Context: an optimization exercise on an open-source flow, tuned for small area. The choices shown serve that exercise and are no tape-out recipe.
At most, simulation tests tie the RTL to the original design; equivalence was not proved.
No driver is modelled on the clock port, so clock power and skew are understated where the tree is cut down; a real chip needs a root buffer or a tree.
Power figures rest on the tool's default switching activity, not on a simulated workload.

// uart_top
module uart_top (
	input clkin,
	input rst_n,
	input rx,
	output tx,
	output [2:0] rgb_led
	);
export LEC_CHECK = 0
export CAP_MARGIN = 0
export CORE_MARGIN = 2
export CORE_UTILIZATION = 40
export SLEW_MARGIN = 0
create_clock -name core_clock -period 20.8 [get_ports {clkin}]
standard.sh (not shown) runs the stock make flow with config.mk's settings and CLKGATE_MAP_FILE= SYNTH_SCRIPT=/design/flow/synth_recipe.tcl, a recipe that flattens the netlist after the stock synthesis.
==> flow/flow/run.sh <==
#!/bin/bash
# Standard ORFS layout, except that the clock tree is built by flow/cts_step.tcl:
# the clock port drives four clkbuf_16, each placed at the centre of a cluster
# of flip-flops.  Each tool's output goes to a log file of its own here.
set -euo pipefail
bash standard.sh synth floorplan place > orfs_make_to_place.log 2>&1
RES=orfs/results/sky130hd/uart_top/base
export RESULTS=$RES
export LIBFILE=$FLOW_HOME/platforms/sky130hd/lib/sky130_fd_sc_hd__tt_025C_1v80.lib
export PLATFORM_DIR=$FLOW_HOME/platforms/sky130hd
export NLEAF=4 LEAFBUF=sky130_fd_sc_hd__clkbuf_16 ROOTBUF= CLKNET=clkin
openroad -no_init -exit flow/cts_step.tcl > cts_step.log 2>&1
cp $RES/3_place.sdc $RES/4_cts.sdc
bash standard.sh finish > orfs_make_finish.log 2>&1
==> flow/flow/cts_step.tcl <==
# Replaces ORFS's CTS step: reads the placed design, builds the clock tree
# with mycts.tcl, legalises the placement and writes the CTS step's results.
set res $::env(RESULTS)
read_db $res/3_place.odb
read_liberty $::env(LIBFILE)
read_sdc $res/3_place.sdc
source $::env(PLATFORM_DIR)/setRC.tcl
source [file dirname [info script]]/mycts.tcl
# the port buffers: the smallest buffer is enough for one pin or the output load
foreach inst [[ord::get_db_block] getInsts] {
  if {[regexp {^(input|output)[0-9]+$} [$inst getName]] &&
      [[$inst getMaster] getName] eq "sky130_fd_sc_hd__clkdlybuf4s50_1"} {
    replace_cell [get_cells [$inst getName]] sky130_fd_sc_hd__buf_1
  }
}
detailed_placement
check_placement -verbose
set_propagated_clock [all_clocks]
estimate_parasitics -placement
report_clock_skew
report_worst_slack -min
report_worst_slack -max
write_db $res/4_1_cts.odb
Other scripts of this flow, unchanged in this note and not shown: flow/flow/mycts.tcl
The starting point finished clean.
Then changed:
--- a/flow/flow/cts_step.tcl
+++ b/flow/flow/cts_step.tcl
@@ -9,7 +8,0 @@
-# the port buffers: the smallest buffer is enough for one pin or the output load
-foreach inst [[ord::get_db_block] getInsts] {
-  if {[regexp {^(input|output)[0-9]+$} [$inst getName]] &&
-      [[$inst getMaster] getName] eq "sky130_fd_sc_hd__clkdlybuf4s50_1"} {
-    replace_cell [get_cells [$inst getName]] sky130_fd_sc_hd__buf_1
-  }
-}
--- a/flow/config.mk
+++ b/flow/config.mk
@@ -8 +8 @@
-export CAP_MARGIN = 0
+export CAP_MARGIN = 20
@@ -11 +11 @@
-export SLEW_MARGIN = 0
+export SLEW_MARGIN = 20
Area after synthesis stays the same.
Design area rises by 0.78%.
Clock skew stays flat.
Routed wire length stays flat.
Register-to-register slack barely changes.
Global-route usage hardly moves.
Sequential share of layout area falls by 0.52 points.
Final cell count is unchanged.
No run of this note takes its clock network from TritonCTS; it comes from the design's own scripts or RTL.

* * *

Setup of exp/harbor:
Another version of the RTL of uart_top (not shown whole).
Size: ~310 cells after synthesis, roughly 130 flip-flops, ~7 I/O pins.
Settings: LEC_CHECK=0, CAP_MARGIN=20, CORE_MARGIN=2, CORE_UTILIZATION=40, CTS_BUF_LIST=sky130_fd_sc_hd__clkbuf_4 sky130_fd_sc_hd__clkbuf_2, SLEW_MARGIN=20; clock period 20.8 ns.
run.sh (not shown) runs the stock make flow with config.mk's settings and CLKGATE_MAP_FILE= SYNTH_SCRIPT=/design/flow/synth_recipe.tcl, a recipe that flattens the netlist after the stock synthesis.
Stock flow here: none of the scripts above is used.
> inputs changed (exp/harbor -> exp/violet)
- ABC_AREA now 1, previously not set
- CTS_CLUSTER_SIZE now 50, previously not set
- CTS_CLUSTER_DIAMETER now 200, previously not set
- CTS_BUF_LIST now sky130_fd_sc_hd__clkbuf_8, was sky130_fd_sc_hd__clkbuf_4 sky130_fd_sc_hd__clkbuf_2
[summary]
- Summary of exp/violet over exp/harbor: met1 usage moved up; DRC marker count from the first detailed-route iteration moved up.
- In terms of relative contribution of combinational cells to total power, exp/harbor and exp/violet differ only marginally.
- [compare] base=exp/harbor new=exp/violet: final non-filler cell area went up 13%, cell count +156, synthesized net count rose by 149.
Changes in exp/sierra relative to exp/violet:
- CTS_CLUSTER_DIAMETER now 100, was 200
- ABC_AREA no longer set, was 1
- CTS_CLUSTER_SIZE now 30, was 50
- CTS_BUF_LIST now sky130_fd_sc_hd__clkbuf_4 sky130_fd_sc_hd__clkbuf_2, was sky130_fd_sc_hd__clkbuf_8
Notes after the runs:
- exp/sierra finished end to end and its layout was clean on timing, DRC and antenna.
- Comparing exp/violet and exp/sierra, the higher power was measured on exp/violet.
- Looking at initial cell density of the core across exp/violet and exp/sierra, the one that comes out higher is exp/sierra.
- What exp/sierra reported for first-iteration DRC count has to be multiplied by 2.5 to get the figure for exp/violet.
- In the final reports, the cell area of exp/sierra is smaller than that of exp/violet.
- exp/sierra ends up with a global-route usage that is 1.3 points lower than in exp/violet.
- What exp/sierra reported for leakage power of the design has to be multiplied by 1.3 to get the figure for exp/violet.
- | die area | exp/sierra vs exp/violet | 8.3% lower |
- exp/sierra -> exp/violet: synthesis-stage register bit count delta 0, exact match
- Going from exp/violet to exp/sierra, met1 demand-to-capacity share in global routing shrinks by 1.0 points.
- Proportion of cell area occupied by multi-input gates (lower): exp/sierra
Here is what was changed in the inputs of exp/raven compared with exp/sierra.
- CTS_CLUSTER_SIZE removed (was 30)
- CTS_BUF_LIST removed (was sky130_fd_sc_hd__clkbuf_4 sky130_fd_sc_hd__clkbuf_2)
- CTS_CLUSTER_DIAMETER removed (was 100)
--- outcome ---
exp/raven against exp/sierra: clock distribution area overhead in the final layout went up by 5.7 points, combinational cell fraction of total power went down by 0.2 points, total wirelength of the detailed-routed design went up by 3.7%. Routed wire length on met3 came out lower on exp/raven than on exp/sierra. exp/raven vs exp/sierra on post-layout worst setup margin: exp/raven is the higher one.
Edits applied to the flow inputs when going from exp/raven to exp/zinc:
- ABC_AREA newly set to 1
- CTS_BUF_LIST newly set to sky130_fd_sc_hd__clkbuf_4 sky130_fd_sc_hd__clkbuf_2
- CORE_UTILIZATION changed from 40 to 70
--- outcome ---
Between exp/raven and exp/zinc, xor/xnor cell area share of the yosys netlist decreased.
Diff exp/raven -> exp/zinc: number of ordinary and repair buffers in the finished layout shrank by 2; die area has decreased.
Where setup slack at placement is concerned, exp/raven is better than exp/zinc.
The run showing the greater worst setup slack is exp/raven.
For synthesized area, dividing the value from exp/raven by the value from exp/zinc gives 0.914.
Taking exp/raven as the reference point, the routed wire length on met2 of exp/zinc rises by about 34%.
Note that the wire length of the first global-routing pass recorded for exp/raven amounts to 0.828 times the value seen in exp/zinc.
No run of this note included a check of the RTL's function; only the layout flow was run.

[re-timing with driven ports]
How much do the figures lean on ideal ports? The routed layouts below were timed once more, with nothing changed but the port constraints. Step 1, drivers: a clkbuf_16 drives clkin and a buf_2 each remaining input, both assumed. Step 2 adds t to the input delays and takes it off the output delays; t is the mean of the earliest and latest rising clock arrival at the registers after step 1. Input paths then give back, and output paths get back, about the clock's delay inside the block. a / b / c = ideal ports / drivers / drivers and shift; a / b = the first two.
run | t, ns | setup WS [ns] | clock arrival spread, ns | worst data-port slew with drivers (ns)
the first run of note 1 | 0.237 | 15.791 / 15.718 / 15.955 | 0.012 / 0.012 | 0.03
the second run of note 1 | 0.237 | 15.413 / 15.340 / 15.577 | 0.012 / 0.012 | 0.03
exp/harbor | 0.522 | 15.077 / 15.049 / 15.571 | 0.016 / 0.015 | 0.03
exp/violet | 0.465 | 15.123 / 15.090 / 15.555 | 0.014 / 0.014 | 0.03
exp/sierra | 0.522 | 15.077 / 15.049 / 15.571 | 0.016 / 0.015 | 0.03
exp/raven | 0.536 | 15.086 / 15.055 / 15.591 | 0.006 / 0.006 | 0.03
exp/zinc | 0.508 | 15.076 / 15.051 / 15.559 | 0.014 / 0.015 | 0.03
After both steps every run listed still meets setup and hold.
